What follows belongs to an exercise in optimizing a design on an open flow for small area, a short achievable clock period and few clock cycles per item; a production flow would make more cautious choices. Where RTL was checked, it was by simulation tests only, not by an equivalence proof against the original. Function not checked in runs 2 and 3: the RTL went through the layout flow alone. In every run shown here, the design's own scripts or RTL, not TritonCTS, make the clock network. The clock input has no modelled driver; a real chip could not lean on it and would need a root buffer or a full tree. Power is estimated from default activity; no workload was simulated.

## flow/design.v (module list and top-level ports; edited modules follow where they fit)
// module mac_neuron: 1420 lines
// module booth_enc: 7 lines
// module inv_c: 3 lines
// module nand2_c: 3 lines
// module nor2_c: 3 lines
// module or2_c: 3 lines
// module xor2_c: 3 lines
// module xnor2_c: 3 lines
// module a22oi_c: 3 lines
// module a21oi_c: 3 lines
// module o21ai_c: 3 lines
// module o22ai_c: 3 lines
// module a21o_c: 3 lines
// module and2_c: 3 lines
// module fa_cell: 4 lines
// module ha_cell: 4 lines
module mac_neuron(
	input clk,
	input rst,
	input in_valid,
	output in_ready,
	input [15:0] in_x,
	input [15:0] in_w,
	input in_last,
	output reg out_valid,
	output [15:0] out_data
);
  // ...
==> flow/flow/run.sh <==
#!/bin/bash
set -euo pipefail
source flow/env.sh
bash standard.sh > std_flow.log 2>&1
==> flow/flow/env.sh <==
export SETUP_SLACK_MARGIN=8.0
export BUFFER_PORTS_ARGS="-buffer_cell sky130_fd_sc_hd__buf_1"
export PRE_CTS_TCL=$PWD/flow/manual_cts.tcl
export MCTS_NBUF=4
export MCTS_NROOT=0
==> flow/flow/manual_cts.tcl <==
# Clock tree of one or two levels: the clock port drives MCTS_NROOT buffers (or, with
# MCTS_NROOT 0, the leaf buffers directly); the leaf buffers each drive the flip-flops of
# one cluster (balanced k-means on their placement). Sourced as PRE_CTS_TCL: it replaces
# clock_tree_synthesis for this design.
rename clock_tree_synthesis orig_clock_tree_synthesis

# balanced k-means: returns {assign mx my used}
proc mcts_kmeans {xs ys k} {
  set n [llength $xs]
  set cx 0; set cy 0
  foreach x $xs y $ys { set cx [expr {$cx + $x}]; set cy [expr {$cy + $y}] }
  set cx [expr {$cx / $n}]; set cy [expr {$cy / $n}]
  set order {}
  for {set i 0} {$i < $n} {incr i} {
    lappend order [list $i [expr {atan2([lindex $ys $i] - $cy, [lindex $xs $i] - $cx)}]]
  }
  set order [lsort -real -index 1 $order]
  set assign [lrepeat $n 0]
  for {set j 0} {$j < $n} {incr j} { lset assign [lindex $order $j 0] [expr {$j * $k / $n}] }
  set cap [expr {int(ceil(double($n) / $k)) + 1}]
  set used [lrepeat $k 0]
  for {set iter 0} {$iter < 30} {incr iter} {
    set mx [lrepeat $k 0.0]; set my [lrepeat $k 0.0]; set cnt [lrepeat $k 0]
    for {set i 0} {$i < $n} {incr i} {
      set c [lindex $assign $i]
      lset mx $c [expr {[lindex $mx $c] + [lindex $xs $i]}]
      lset my $c [expr {[lindex $my $c] + [lindex $ys $i]}]
      lset cnt $c [expr {[lindex $cnt $c] + 1}]
    }
    for {set c 0} {$c < $k} {incr c} {
      if {[lindex $cnt $c] > 0} {
        lset mx $c [expr {[lindex $mx $c] / [lindex $cnt $c]}]
        lset my $c [expr {[lindex $my $c] / [lindex $cnt $c]}]
      }
    }
    set pairs {}
    for {set i 0} {$i < $n} {incr i} {
      for {set c 0} {$c < $k} {incr c} {
        set d [expr {abs([lindex $xs $i] - [lindex $mx $c]) + abs([lindex $ys $i] - [lindex $my $c])}]
        lappend pairs [list $d $i $c]
      }
    }
    set pairs [lsort -real -index 0 $pairs]
    set done [lrepeat $n 0]; set used [lrepeat $k 0]
    set new [lrepeat $n 0]
    foreach p $pairs {
      lassign $p d i c
      if {[lindex $done $i]} continue
      if {[lindex $used $c] >= $cap} continue
      lset new $i $c; lset done $i 1; lset used $c [expr {[lindex $used $c] + 1}]
    }
    set assign $new
  }
  return [list $assign $mx $my $used]
}

proc clock_tree_synthesis {args} {
  set nleaf [expr {[info exists ::env(MCTS_NBUF)] ? $::env(MCTS_NBUF) : 8}]
  set nroot [expr {[info exists ::env(MCTS_NROOT)] ? $::env(MCTS_NROOT) : 2}]
  set leafm [expr {[info exists ::env(MCTS_CELL)] ? $::env(MCTS_CELL) : "sky130_fd_sc_hd__clkbuf_16"}]
  set rootm [expr {[info exists ::env(MCTS_ROOT_CELL)] ? $::env(MCTS_ROOT_CELL) : "sky130_fd_sc_hd__clkbuf_16"}]
  set block [ord::get_db_block]
  set db [ord::get_db]
  set clknet [$block findNet clk]
  set sinks [$clknet getITerms]
  set n [llength $sinks]
  puts "manual cts: $n sinks, $nleaf leaf buffers ($leafm), $nroot root buffers ($rootm)"
  set xs {}; set ys {}
  foreach it $sinks {
    set bb [[$it getInst] getBBox]
    lappend xs [expr {([$bb xMin] + [$bb xMax]) / 2.0}]
    lappend ys [expr {([$bb yMin] + [$bb yMax]) / 2.0}]
  }
  lassign [mcts_kmeans $xs $ys $nleaf] assign mx my used
  puts "manual cts: leaf cluster sizes $used"
  set lnets {}
  for {set c 0} {$c < $nleaf} {incr c} {
    set inst [odb::dbInst_create $block [$db findMaster $leafm] "mcts_leaf_$c"]
    set net [odb::dbNet_create $block "mcts_clk_leaf_$c"]
    $net setSigType CLOCK
    [$inst findITerm X] connect $net
    $inst setLocation [expr {int([lindex $mx $c])}] [expr {int([lindex $my $c])}]
    $inst setPlacementStatus PLACED
    lappend leaves $inst
    set bnet($c) $net
  }
  for {set i 0} {$i < $n} {incr i} {
    set it [lindex $sinks $i]
    $it disconnect
    $it connect $bnet([lindex $assign $i])
  }
  if {$nroot == 0} {
    foreach inst $leaves { [$inst findITerm A] connect $clknet }
    return
  }
  lassign [mcts_kmeans $mx $my $nroot] rassign rx ry rused
  puts "manual cts: root cluster sizes $rused"
  for {set r 0} {$r < $nroot} {incr r} {
    set inst [odb::dbInst_create $block [$db findMaster $rootm] "mcts_root_$r"]
    set net [odb::dbNet_create $block "mcts_clk_root_$r"]
    $net setSigType CLOCK
    [$inst findITerm A] connect $clknet
    [$inst findITerm X] connect $net
    $inst setLocation [expr {int([lindex $rx $r])}] [expr {int([lindex $ry $r])}]
    $inst setPlacementStatus PLACED
    set rnet($r) $net
  }
  for {set c 0} {$c < $nleaf} {incr c} {
    [[lindex $leaves $c] findITerm A] connect $rnet([lindex $rassign $c])
  }
}
==> flow/standard.sh <==
#!/bin/bash
# synth_recipe.tcl (not shown) runs the flow's synth.tcl, then flattens the netlist and writes it again
# the make line also repeats each setting of config.mk as NAME=value (left out here)
make -C /OpenROAD-flow-scripts/flow DESIGN_CONFIG=/design/flow/config.mk WORK_HOME=/design/flow/orfs CLKGATE_MAP_FILE= SYNTH_SCRIPT=/design/flow/synth_recipe.tcl "${@:-finish}"
==> flow/config.mk <==
export PLATFORM = sky130hd
export DESIGN_NAME = mac_neuron
export DESIGN_NICKNAME = mac_neuron
export VERILOG_FILES = /design/flow/design.v
export SDC_FILE = /design/flow/constraint.sdc
export NUM_CORES = 4
export LEC_CHECK = 0
export CAP_MARGIN = 20
export CORE_MARGIN = 2
export CORE_UTILIZATION = 60
export CTS_BUF_LIST = sky130_fd_sc_hd__clkbuf_4 sky130_fd_sc_hd__clkbuf_8
export CTS_CLUSTER_SIZE = 40
export PLACE_DENSITY = 0.8
export SLEW_MARGIN = 20
export SYNTH_HIERARCHICAL = 1
==> flow/constraint.sdc <==
create_clock -name core_clock -period 11.0 [get_ports {clk}]
set_input_delay 2.2000 -clock core_clock [delete_from_list [all_inputs] [get_ports {clk}]]
set_output_delay 2.2000 -clock core_clock [all_outputs]
set_load 0.01 [all_outputs]
==> flow_summary.json, run 1 <==
{
  "status": "timing/DRC/antenna clean",
  "final_nets": 1204,
  "slowest_delay_ps": 550,
  "finalCriticalPeriod_ps": 3080,
  "grt_max_degree": 35,
  "pwr-share-seq_pct": 32.0,
  "muxShareOfSynthArea_pct": 0.118,
  "synthXorXnorAreaFrac_pct": 20.7,
  "seq_power_uw": 712,
  "num-nonclk-inverters": 9,
  "r2r_cells": 6,
  "placed_cells_incl_taps": 1153,
  "slowest_stage": "fa_1",
  "hold_depth": 0,
  "crit_cells": 6,
  "synth.avg_cell_area_sq_um": 10.6,
  "hold_viol": 0,
  "synth_top_area_cell": "dfxtp_1",
  "slew_headroom_pct": 48.0,
  "synth_area_sq_um": 9540,
  "maxPowerGroup": "combinational logic",
  "worstReg2RegEnd": "ha_r[8]",
  "synth_area_leaders": "dfxtp_1 27%, fa_1 18%, xor2_1 17%",
  "cp_top_family": "adder cells",
  "num_antenna_cells": 0,
  "layout_common_cells": "185 x xor2_1, 121 x o22ai_1, 86 x dfxtp_1",
  "required_ps": 11070,
  "p_int_mw": 1.31
}
Testbench counts, summed over its fixed seeds: cycles 8,224, items 8,192.
==> inputs of run 2 (changes only) <==
--- a/flow/design.v
+++ b/flow/design.v
@@ -721,51 +721,63 @@
 wire g699;
 wire p700;
 wire g701;
 wire p702;
 wire g703;
 wire p704;
 wire g705;
 wire g706;
-wire p707;
-wire g708;
-wire p709;
-wire g710;
-wire p711;
-wire g712;
+wire g707;
+wire p708;
+wire g709;
+wire p710;
+wire g711;
+wire p712;
 wire g713;
 wire p714;
 wire g715;
-wire g716;
+wire p716;
 wire g717;
-wire g718;
+wire p718;
 wire g719;
 wire g720;
 wire g721;
 wire g722;
 wire g723;
-wire g724;
+wire p724;
 wire g725;
-wire g726;
-wire sm727;
-wire sm728;
-wire sm729;
-wire sm730;
-wire sm731;
-wire sm732;
-wire sm733;
-wire sm734;
-wire sm735;
-wire sm736;
-wire sm737;
-wire sm738;
+wire p726;
+wire g727;
+wire p728;
+wire g729;
+wire p730;
+wire g731;
+wire g732;
+wire g733;
+wire g734;
+wire g735;
+wire g736;
+wire g737;
+wire g738;
 wire sm739;
 wire sm740;
 wire sm741;
+wire sm742;
+wire sm743;
+wire sm744;
+wire sm745;
+wire sm746;
+wire sm747;
+wire sm748;
+wire sm749;
+wire sm750;
+wire sm751;
+wire sm752;
+wire sm753;
 wire [7:0] e_onen, e_twon, e_neg;
 genvar gj;
 generate for (gj = 0; gj < 8; gj = gj + 1) begin : enc
 	booth_enc u_enc (.w({in_w[2*gj+1], in_w[2*gj], (gj == 0) ? 1'b0 : in_w[(gj == 0) ? 0 : 2*gj-1]}), .onen(e_onen[gj]), .twon(e_twon[gj]), .neg(e_neg[gj]));
 end endgenerate
 wire [8:0] zx, zw;
 assign zx[0] = 1'b1;
 assign zw[0] = 1'b1;
@@ -1330,55 +1342,67 @@
 a21o_c u_g697 (.a1(s676), .a2(c675), .b1(c677), .y(g697));
 and2_c u_p698 (.a(s676), .b(s674), .y(p698));
 a21o_c u_g699 (.a1(s680), .a2(c679), .b1(c681), .y(g699));
 and2_c u_p700 (.a(s680), .b(s678), .y(p700));
 a21o_c u_g701 (.a1(s684), .a2(c683), .b1(c685), .y(g701));
 and2_c u_p702 (.a(s684), .b(s682), .y(p702));
 a21o_c u_g703 (.a1(s688), .a2(c687), .b1(c689), .y(g703));
 and2_c u_p704 (.a(s688), .b(s686), .y(p704));
-a21o_c u_g705 (.a1(p692), .a2(g690), .b1(g691), .y(g705));
-a21o_c u_g706 (.a1(p696), .a2(g693), .b1(g695), .y(g706));
-and2_c u_p707 (.a(p696), .b(p694), .y(p707));
-a21o_c u_g708 (.a1(p700), .a2(g697), .b1(g699), .y(g708));
-and2_c u_p709 (.a(p700), .b(p698), .y(p709));
-a21o_c u_g710 (.a1(p704), .a2(g701), .b1(g703), .y(g710));
-and2_c u_p711 (.a(p704), .b(p702), .y(p711));
-a21o_c u_g712 (.a1(p707), .a2(g705), .b1(g706), .y(g712));
-a21o_c u_g713 (.a1(p711), .a2(g708), .b1(g710), .y(g713));
-and2_c u_p714 (.a(p711), .b(p709), .y(p714));
-a21o_c u_g715 (.a1(p714), .a2(g712), .b1(g713), .y(g715));
-a21o_c u_g716 (.a1(p709), .a2(g712), .b1(g708), .y(g716));
-a21o_c u_g717 (.a1(p694), .a2(g705), .b1(g693), .y(g717));
-a21o_c u_g718 (.a1(p698), .a2(g712), .b1(g697), .y(g718));
-a21o_c u_g719 (.a1(p702), .a2(g716), .b1(g701), .y(g719));
-a21o_c u_g720 (.a1(s662), .a2(g690), .b1(c663), .y(g720));
-a21o_c u_g721 (.a1(s666), .a2(g705), .b1(c667), .y(g721));
-a21o_c u_g722 (.a1(s670), .a2(g717), .b1(c671), .y(g722));
-a21o_c u_g723 (.a1(s674), .a2(g712), .b1(c675), .y(g723));
-a21o_c u_g724 (.a1(s678), .a2(g718), .b1(c679), .y(g724));
-a21o_c u_g725 (.a1(s682), .a2(g716), .b1(c683), .y(g725));
-a21o_c u_g726 (.a1(s686), .a2(g719), .b1(c687), .y(g726));
-xor2_c u_sm727 (.a(s660), .b(c659), .y(sm727));
-xor2_c u_sm728 (.a(s662), .b(g690), .y(sm728));
-xor2_c u_sm729 (.a(s664), .b(g720), .y(sm729));
-xor2_c u_sm730 (.a(s666), .b(g705), .y(sm730));
-xor2_c u_sm731 (.a(s668), .b(g721), .y(sm731));
-xor2_c u_sm732 (.a(s670), .b(g717), .y(sm732));
-xor2_c u_sm733 (.a(s672), .b(g722), .y(sm733));
-xor2_c u_sm734 (.a(s674), .b(g712), .y(sm734));
-xor2_c u_sm735 (.a(s676), .b(g723), .y(sm735));
-xor2_c u_sm736 (.a(s678), .b(g718), .y(sm736));
-xor2_c u_sm737 (.a(s680), .b(g724), .y(sm737));
-xor2_c u_sm738 (.a(s682), .b(g716), .y(sm738));
-xor2_c u_sm739 (.a(s684), .b(g725), .y(sm739));
-xor2_c u_sm740 (.a(s686), .b(g719), .y(sm740));
-xor2_c u_sm741 (.a(s688), .b(g726), .y(sm741));
+a21o_c u_g705 (.a1(s662), .a2(g690), .b1(c663), .y(g705));
+a21o_c u_g706 (.a1(p692), .a2(g690), .b1(g691), .y(g706));
+a21o_c u_g707 (.a1(s670), .a2(g693), .b1(c671), .y(g707));
+and2_c u_p708 (.a(s670), .b(p694), .y(p708));
+a21o_c u_g709 (.a1(p696), .a2(g693), .b1(g695), .y(g709));
+and2_c u_p710 (.a(p696), .b(p694), .y(p710));
+a21o_c u_g711 (.a1(s678), .a2(g697), .b1(c679), .y(g711));
+and2_c u_p712 (.a(s678), .b(p698), .y(p712));
+a21o_c u_g713 (.a1(p700), .a2(g697), .b1(g699), .y(g713));
+and2_c u_p714 (.a(p700), .b(p698), .y(p714));
+a21o_c u_g715 (.a1(s686), .a2(g701), .b1(c687), .y(g715));
+and2_c u_p716 (.a(s686), .b(p702), .y(p716));
+a21o_c u_g717 (.a1(p704), .a2(g701), .b1(g703), .y(g717));
+and2_c u_p718 (.a(p704), .b(p702), .y(p718));
+a21o_c u_g719 (.a1(s666), .a2(g706), .b1(c667), .y(g719));
+a21o_c u_g720 (.a1(p694), .a2(g706), .b1(g693), .y(g720));
+a21o_c u_g721 (.a1(p708), .a2(g706), .b1(g707), .y(g721));
+a21o_c u_g722 (.a1(p710), .a2(g706), .b1(g709), .y(g722));
+a21o_c u_g723 (.a1(s682), .a2(g713), .b1(c683), .y(g723));
+and2_c u_p724 (.a(s682), .b(p714), .y(p724));
+a21o_c u_g725 (.a1(p702), .a2(g713), .b1(g701), .y(g725));
+and2_c u_p726 (.a(p702), .b(p714), .y(p726));
+a21o_c u_g727 (.a1(p716), .a2(g713), .b1(g715), .y(g727));
+and2_c u_p728 (.a(p716), .b(p714), .y(p728));
+a21o_c u_g729 (.a1(p718), .a2(g713), .b1(g717), .y(g729));
+and2_c u_p730 (.a(p718), .b(p714), .y(p730));
+a21o_c u_g731 (.a1(s674), .a2(g722), .b1(c675), .y(g731));
+a21o_c u_g732 (.a1(p698), .a2(g722), .b1(g697), .y(g732));
+a21o_c u_g733 (.a1(p712), .a2(g722), .b1(g711), .y(g733));
+a21o_c u_g734 (.a1(p714), .a2(g722), .b1(g713), .y(g734));
+a21o_c u_g735 (.a1(p724), .a2(g722), .b1(g723), .y(g735));
+a21o_c u_g736 (.a1(p726), .a2(g722), .b1(g725), .y(g736));
+a21o_c u_g737 (.a1(p728), .a2(g722), .b1(g727), .y(g737));
+a21o_c u_g738 (.a1(p730), .a2(g722), .b1(g729), .y(g738));
+xor2_c u_sm739 (.a(s660), .b(c659), .y(sm739));
+xor2_c u_sm740 (.a(s662), .b(g690), .y(sm740));
+xor2_c u_sm741 (.a(s664), .b(g705), .y(sm741));
+xor2_c u_sm742 (.a(s666), .b(g706), .y(sm742));
+xor2_c u_sm743 (.a(s668), .b(g719), .y(sm743));
+xor2_c u_sm744 (.a(s670), .b(g720), .y(sm744));
+xor2_c u_sm745 (.a(s672), .b(g721), .y(sm745));
+xor2_c u_sm746 (.a(s674), .b(g722), .y(sm746));
+xor2_c u_sm747 (.a(s676), .b(g731), .y(sm747));
+xor2_c u_sm748 (.a(s678), .b(g732), .y(sm748));
+xor2_c u_sm749 (.a(s680), .b(g733), .y(sm749));
+xor2_c u_sm750 (.a(s682), .b(g734), .y(sm750));
+xor2_c u_sm751 (.a(s684), .b(g735), .y(sm751));
+xor2_c u_sm752 (.a(s686), .b(g736), .y(sm752));
+xor2_c u_sm753 (.a(s688), .b(g737), .y(sm753));
 wire [23:0] s_hi = {sm657, sm656, sm655, sm654, sm653, sm652, sm651, sm650, sm649, sm648, sm647, sm646, sm645, sm644, sm643, sm642, sm641, sm640, sm639, sm638, sm637, sm636, sm635, sm634};
-wire [15:0] a_s = {sm741, sm740, sm739, sm738, sm737, sm736, sm735, sm734, sm733, sm732, sm731, sm730, sm729, sm728, sm727, s658};
+wire [15:0] a_s = {sm753, sm752, sm751, sm750, sm749, sm748, sm747, sm746, sm745, sm744, sm743, sm742, sm741, sm740, sm739, s658};
 always @(posedge clk) begin
 	ha_r <= {1'b1, pp272, s494, s492, s490, s488, s486, s484, s482, s480, s478, s476, s474, s472, s470, s468, s466, s464, s462, s460, s458, s456, s454, c412};
 	hb_r <= {1'b0, pp270, c493, c491, c489, c487, c485, c483, c481, c479, c477, c475, c473, c471, c469, c467, c465, c463, c461, c459, c457, c455, c453, s452};
 	cl_r <= g521;
 	zl_r <= zl0;
 	sg1 <= ~xn[15] ^ b_neg[7];   
 	l1 <= l0;
 	v1 <= v0 & ~rst;
@@ -1397,17 +1421,17 @@
 wire [15:0] m = top_eq ? {q[15:1], q[0] | q_is8000} : {sg1, {14{~sg1}}, 1'b1};
 always @(posedge clk) begin
 	m_r <= m;
 	l2 <= l1;
 	v2 <= v1 & ~rst;
 end
 wire [15:0] ap = {s688, s686, s684, s682, s680, s678, s676, s674, s672, s670, s668, s666, s664, s662, s660, s658};
 wire [15:0] aor = acc | m_r;
-wire a_ovf = ~ap[15] & (g726 ^ acc[15]);
+wire a_ovf = ~ap[15] & (g737 ^ acc[15]);
 wire a_z15 = ~ap[0] & (ap[14:1] == aor[13:0]);
 wire a_is8000 = a_s[15] & a_z15;
 wire [15:0] acc_sat = a_ovf ? {m_r[15], {14{~m_r[15]}}, 1'b1} : {a_s[15:1], a_s[0] | a_is8000};
 always @(posedge clk) begin
 	acc <= first ? m_r : acc_sat;
 	if (rst) begin
 		first <= 1'b1;
 		out_valid <= 1'b0;
==> flow/flow/env.sh (replaced) <==
export SETUP_SLACK_MARGIN=7.9
export BUFFER_PORTS_ARGS="-buffer_cell sky130_fd_sc_hd__buf_1"
export PRE_CTS_TCL=$PWD/flow/manual_cts.tcl
export MCTS_NBUF=8
export MCTS_NROOT=2
==> flow/config.mk (replaced) <==
export PLATFORM = sky130hd
export DESIGN_NAME = mac_neuron
export DESIGN_NICKNAME = mac_neuron
export VERILOG_FILES = /design/flow/design.v
export SDC_FILE = /design/flow/constraint.sdc
export NUM_CORES = 4
export LEC_CHECK = 0
export CAP_MARGIN = 20
export CORE_MARGIN = 2
export CORE_UTILIZATION = 40.0
export CTS_BUF_LIST = sky130_fd_sc_hd__clkbuf_4 sky130_fd_sc_hd__clkbuf_8
export CTS_CLUSTER_SIZE = 40
export PLACE_DENSITY = 0.6
export SLEW_MARGIN = 20
export SYNTH_HIERARCHICAL = 1
==> run 2 against run 1 <==
Clock power is 64% higher. Via count down 7.9%. Setup slack better by 13 ps. Synthesized cell count grew 1.3%. Register-to-register slack gained 90 ps. Fmax up 0.43%. Hold slack worse by 13 ps. Flip-flop and latch count unchanged. Critical path depth decreased by 5. Critical path type is now reg -> out. Clock skew rose by 10 ps. Area after synthesis rose by 0.87%. Core utilization fell by 24 points.
==> flow_summary.json, run 2 <==
{
  "synth_top_family_by_area": "adder cells",
  "fin_crit_sh_pct": 27.9,
  "gp_congestion": 0.855,
  "seq_area_sq_um": 2740,
  "slowest_delay_ps": 370,
  "hold_class": "reg -> reg",
  "multi_input_area_sq_um": 6930,
  "synth_area_leaders": "dfxtp_1 27%, fa_1 18%, xor2_1 17%",
  "io_pins": 54,
  "slew_headroom_pct": 47.1,
  "synthFlopType": "dfxtp_1",
  "synth-edff-count": 0,
  "core_area_sq_um": 23500,
  "drive_gt1_share_pct": 9.56,
  "tightest_slew_ps": 792,
  "grt_pass1_vias": 6901,
  "die_h_um": 159,
  "layout_setup_ws_ps": 7940,
  "layout_common_cells": "190 x xor2_1, 130 x o22ai_1, 90 x dfxtp_1",
  "place_area_sq_um": 10200,
  "die-area_sq_um": 25300,
  "die_w_um": 159,
  "pre_cts_ws_ps": 7400,
  "rsz0062_at_grt": "true",
  "num_rows": 56,
  "area_growth_pct": 11.9,
  "power_mw": 2.31,
  "synth_compound_area_share_pct": 17.2,
  "hold_viol": 0,
  "drc": 0,
  "synthAdderAreaFrac_pct": 26.5,
  "fillers": 2276,
  "clk_pin_slew_ps": 70,
  "ys_ff_latch": 130,
  "holdWs_ps": 330,
  "synth_top_area_share_pct": 27.0,
  "yosys_warnings": 7,
  "crit_type": "reg -> out",
  "final_nets": 1173,
  "fmax_ghz": 0.326,
  "hpwl_um": 15900,
  "crit_chain": "buf_1",
  "setup_viol": 0,
  "synth_cells": 909,
  "start_util_pct": 40.9,
  "worstSetupEndpointType": "primary output",
  "synth_area_sq_um": 9630,
  "num_antenna_cells": 0,
  "grt_max_degree": 26,
  "wl_per_cell_um": 17.2,
  "stdcell_area_sq_um": 10800,
  "power_density_nw_per_um2": 214,
  "cp.buffers_inverters": 1,
  "synthXorXnorAreaFrac_pct": 20.6,
  "yosysMostFrequentCell": "xor2_1",
  "fin_skew_ps": 21.4,
  "irDropWorstVdd_mv": 0.133,
  "final_common_cell": "xor2_1",
  "synth-simple-area-share_pct": 6.77,
  "max-cap-violations": 0,
  "fin_util_pct": 45.8,
  "synthArstFlopShare_pct": 0,
  "p_leak_nw": 4.80,
  "ant_nets": 0,
  "slowest_stage": "dfxtp_1",
  "top_regs": "ha_r x23, hb_r x23",
  "route.vias.total": 7021,
  "drt-initial-drc-count": 564,
  "placed_cells_incl_taps": 1270,
  "first_pass_iters": 5,
  "antenna_found_initial": 0,
  "cp_top_family": "flip-flops",
  "start_kind": "register",
  "fin_cells": 1302,
  "finalCriticalPeriod_ps": 3060,
  "cp.arrival_ps": 860,
  "port_buffers": 52,
  "grt_pass1_wl_um": 36400,
  "synth.avg_cell_area_sq_um": 10.6,
  "synth_top_area_cell": "dfxtp_1",
  "drv_slew": 0,
  "muxShareOfSynthArea_pct": 0.117,
  "insertion_delay_ps": 310,
  "yosys-top-cells-count": "190 x xor2_1, 133 x o22ai_1, 130 x dfxtp_1",
  "gr-usage-all-layers_pct": 17.2,
  "wl_um": 22400,
  "worstPathMaxFanout": 3,
  "ys_seq_area_share_pct": 27.0,
  "grt-ovfl-total": 0,
  "finalSetupTns_ps": 0,
  "required_ps": 8800,
  "vias_per_cell": 5.39,
  "hold_buffers": 0,
  "status": "timing/DRC/antenna clean",
  "synthDistinctLibCells": 36
}
## run 2: modules after synthesis, one instance, submodules excluded
| module | cell area, sq um | copies in the design | cells inside | flops+latches |
|---|---|---|---|---|
| a21o_c | 7.51 | 62 | 1 | 0 |
| and2_c | 6.26 | 29 | 1 | 0 |
| booth_enc | 7.51 | 8 | 1 | 0 |
| fa_cell | 20.0 | 87 | 1 | 0 |
| ha_cell | 12.5 | 65 | 1 | 0 |
| inv_c | 3.75 | 4 | 1 | 0 |
| mac_neuron | 3800 | 1 | 316 | 130 |
| nand2_c | 3.75 | 8 | 1 | 0 |
| nor2_c | 3.75 | 8 | 1 | 0 |
| o22ai_c | 6.26 | 128 | 1 | 0 |
| or2_c | 6.26 | 5 | 1 | 0 |
| xnor2_c | 8.76 | 21 | 1 | 0 |
| xor2_c | 8.76 | 168 | 1 | 0 |
## run 2: report_power, final
part	leakage (nW)	switching, mW	internal (mW)
clock network	0.123	0.149	0.162
registers	1.09	0.125	0.597
logic	3.58	0.657	0.615
total	4.80	0.932	1.37
## run 2: cell type report
cell class              instances  share of cell area, %
flip-flops and latches        130                   25.4
well taps                     319                   3.71
plain buffers                  10                   2.32
inverters                       9                  0.314
multi-input cells             756                   64.3
repair buffers                 78                   3.98
## run 2: what timing repair did
action                     in CTS  in global routing
pin swaps                       3                  4
setup endpoints to repair      55                 33
resized for setup              49                 40
gates cloned                    0                  1
setup buffers                   1                 20
## run 2: cell families after synthesis
family,after synthesis
other cells,2
fa+ha+maj,152
xor+xnor,226
compound gates,240
mux,1
buf+inv,27
simple gates,131
flops,130
## run 2: layer usage
metal  track usage [%]  wire (um)  vias to the layer above
li1                  -          -                     3383
met1              24.8      10400                     3371
met2              28.0      10300                      245
met3              2.11       1450                       22
met4              2.98        279                        0
met5                 0          0                        -
## run 2: path summary, 6_finish.rpt
path           from           to  slack [ps]  cells after the start
max          acc[1]  out_data[1]        7940                      1
min              l1           l2         330                      0
min reg2reg      l1           l2         330                      0
max reg2reg  xn[10]      ha_r[8]        8010                      6
==> inputs of run 3 (changes only) <==
--- a/flow/config.mk
+++ b/flow/config.mk
@@ -7,9 +7,9 @@
 export LEC_CHECK = 0
 export CAP_MARGIN = 20
 export CORE_MARGIN = 2
-export CORE_UTILIZATION = 40.0
+export CORE_UTILIZATION = 60.0
 export CTS_BUF_LIST = sky130_fd_sc_hd__clkbuf_4 sky130_fd_sc_hd__clkbuf_8
 export CTS_CLUSTER_SIZE = 40
-export PLACE_DENSITY = 0.6
+export PLACE_DENSITY = 0.8
 export SLEW_MARGIN = 20
 export SYNTH_HIERARCHICAL = 1
==> run 3 against run 2 <==
Register-to-register slack worse by 50 ps. Critical path depth stayed put. First-iteration DRC count is 0.71% lower. Via count is 1.5% higher. Die area is 33% lower. Wire length is 7.6% lower. Highest routed layer unchanged.
==> flow_summary.json, run 3 <==
{
  "status": "timing/DRC/antenna clean",
  "yosysMostFrequentCell": "xor2_1",
  "cp.arrival_ps": 860,
  "io_pins": 54,
  "hold_class": "reg -> reg",
  "crit_chain": "buf_1",
  "core_area_sq_um": 15800,
  "p_int_mw": 1.37,
  "muxShareOfSynthArea_pct": 0.117,
  "use_met2_pct": 41.3,
  "ant_nets": 0,
  "clkPwrFrac_pct": 13.6,
  "holdWs_ps": 330,
  "grt_pass1_vias": 7031,
  "cp_top_family": "flip-flops",
  "num_antenna_cells": 0,
  "num_rows": 46,
  "rsz0062_at_grt": "true",
  "required_ps": 8800,
  "worstSetupEndpointType": "primary output",
  "cp.buffers_inverters": 1,
  "p_sw_share_pct": 40.4,
  "irDropWorstVdd_mv": 0.119,
  "grt-ovfl-total": 0,
  "fin_cells": 1182,
  "drt-initial-drc-count": 560,
  "worstPathMaxFanout": 3,
  "finalCriticalPeriod_ps": 3060,
  "synthXorXnorAreaFrac_pct": 20.6,
  "synth_area_sq_um": 9630,
  "port_buffers": 52,
  "die-area_sq_um": 17100,
  "grt_use_met1_pct": 33.5,
  "synth_area_leaders": "dfxtp_1 27%, fa_1 18%, xor2_1 17%",
  "ys_ff_latch": 130,
  "hold_buffers": 0,
  "slew_headroom_pct": 51.6,
  "synth_top_area_cell": "dfxtp_1",
  "synth-edff-count": 0,
  "crit_type": "reg -> out",
  "fin_util_pct": 66.5,
  "drc": 0,
  "wl_um": 20700,
  "slowest_stage": "dfxtp_1",
  "synth_top_family_by_area": "adder cells",
  "synth_cells": 909,
  "drv_slew": 0,
  "insertion_delay_ps": 310,
  "power_density_nw_per_um2": 219,
  "tightest_slew_ps": 725,
  "use_met3_pct": 3.66,
  "hold_viol": 0,
  "pwr-share-seq_pct": 31.4,
  "yosys-top-cells-count": "190 x xor2_1, 133 x o22ai_1, 130 x dfxtp_1",
  "synthAdderAreaFrac_pct": 26.5,
  "synth_top_area_share_pct": 27.0,
  "ys_seq_area_share_pct": 27.0,
  "final_common_cell": "xor2_1",
  "synth_compound_area_share_pct": 17.2,
  "layout_common_cells": "190 x xor2_1, 130 x o22ai_1, 90 x dfxtp_1",
  "fmax_ghz": 0.327,
  "placed_cells_incl_taps": 1168,
  "share_comb_of_total_power_pct": 55.0,
  "gr-usage-all-layers_pct": 24.5,
  "synthArstFlopShare_pct": 0,
  "die_w_um": 131,
  "setup_viol": 0,
  "synthFlopType": "dfxtp_1",
  "fin_crit_sh_pct": 27.8,
  "top_regs": "ha_r x23, hb_r x23",
  "first_pass_iters": 5,
  "fin_skew_ps": 21.0,
  "route.vias.total": 7123,
  "area_growth_pct": 8.94,
  "max-cap-violations": 0,
  "slowest_delay_ps": 380,
  "hpwl_um": 14900,
  "start_util_pct": 61.0,
  "fillers": 1246,
  "drive_gt1_share_pct": 7.87,
  "synth.avg_cell_area_sq_um": 10.6,
  "grt_pass1_wl_um": 34100,
  "grt_max_degree": 26,
  "die_h_um": 131,
  "clk_pin_slew_ps": 80,
  "gp_congestion": 0.929,
  "start_kind": "register",
  "yosys_warnings": 7,
  "final_nets": 1156,
  "synth-simple-area-share_pct": 6.77,
  "p_sw_uw": 929,
  "finalSetupTns_ps": 0,
  "vias_per_cell": 6.03,
  "synthDistinctLibCells": 36,
  "wl_per_cell_um": 17.5,
  "busiest_layer": "met2",
  "p_leak_nw": 4.71,
  "antenna_found_initial": 0
}
run 3: cell counts after synthesis:
Identical to the previous run, type by type.
run 3: repair_timing:
item                                    in CTS  in global routing
pin swaps                                    3                  1
resized for setup                           46                 36
setup buffers                                1                  3
endpoints found under the setup margin      24                 18
run 3: modules after synthesis (local to each module, per instance), excerpt:
module	copies in the design	flip-flops and latches
nand2_c	8	0
xor2_c	168	0
and2_c	29	0
mac_neuron	1	130
inv_c	4	0
or2_c	5	0
xnor2_c	21	0
booth_enc	8	0
run 3: path summary, 6_finish.rpt:
check        cells after the start     endpoint   start  slack, ps
max                              1  out_data[7]  acc[7]       7940
min                              0           l1      l0        330
max reg2reg                      9         cl_r   xn[7]       7960
min reg2reg                      0           l1      l0        330
run 3: cells by family after synthesis:
group | count (synthesis)
adder cells (fa/ha/maj) | 152
XOR/XNOR | 226
AO/OA/AOI/OAI | 240
buffers and inverters | 27
other | 2
flip-flops | 130
AND/OR/NAND/NOR | 131
multiplexers | 1
run 3: power by group through the flow:
stage | sequential [mW] | clock, mW | combinational [mW]
2_1_floorplan | 0.699 | 0 | 1.00
3_3_place_gp | 0.723 | 0 | 1.21
3_5_place_dp | 0.728 | 0 | 1.26
4_1_cts | 0.731 | 0.251 | 1.27
5_1_grt | 0.738 | 0.336 | 1.44
6_report | 0.721 | 0.313 | 1.26
run 3: layer usage:
layer / routed length [um] / part of all wire (%)
met2: 9630 / 47
met5: 0 / 0
met4: 513 / 2.5
met3: 1550 / 7.5
met1: 8970 / 43
run 3: through the flow:
step	instance area, sq um	power (mW)	setup slack [ps]
2_1_floorplan	9650	1.70	7920
3_3_place_gp	10000	1.93	7660
3_5_place_dp	10000	1.98	7650
4_1_cts	10400	2.25	7820
5_1_grt	10500	2.51	7870
6_report	10500	2.30	7940
run 3: area by class of cell:
| type | count | area, sq um | share of cell area, % |
|---|---|---|---|
| buffer | 10 | 250 | 2.39 |
| sequential | 130 | 2730 | 26.0 |
| timing repair buffer | 62 | 299 | 2.85 |
| tap | 216 | 270 | 2.58 |
| inverter | 9 | 33.8 | 0.322 |
| multi-input combinational | 755 | 6910 | 65.9 |

separate check: timing with driven ports:
The results above use ideal ports. As a check the final layouts listed here were re-extracted and re-timed, cells and wires unchanged.
Step 1 assumes that a clkbuf_16 drives the clock port and a buf_2 every other input.
Step 2 times the ports against the registers' clock, not the clock port: input delays grow and output delays shrink by t, the midpoint of the rising clock arrivals with the driver on.
Slacks: no drivers / after step 1 / after step 2; pairs: no drivers / after step 1.
run | t, ns | slack for setup (ns) | latest minus earliest clock arrival (ns) | slew at the worst register clock pin (ns) | worst slew at a driven data input, ns
run 1 | 0.268 | 7.923 / 7.922 / 7.748 | 0.014 / 0.013 | 0.12 / 0.12 | 0.06
run 2 | 0.359 | 7.936 / 7.874 / 7.761 | 0.027 / 0.027 | 0.08 / 0.08 | 0.05
run 3 | 0.361 | 7.941 / 7.883 / 7.767 | 0.021 / 0.021 | 0.08 / 0.08 | 0.05
After both steps setup and hold are still met in every run listed.
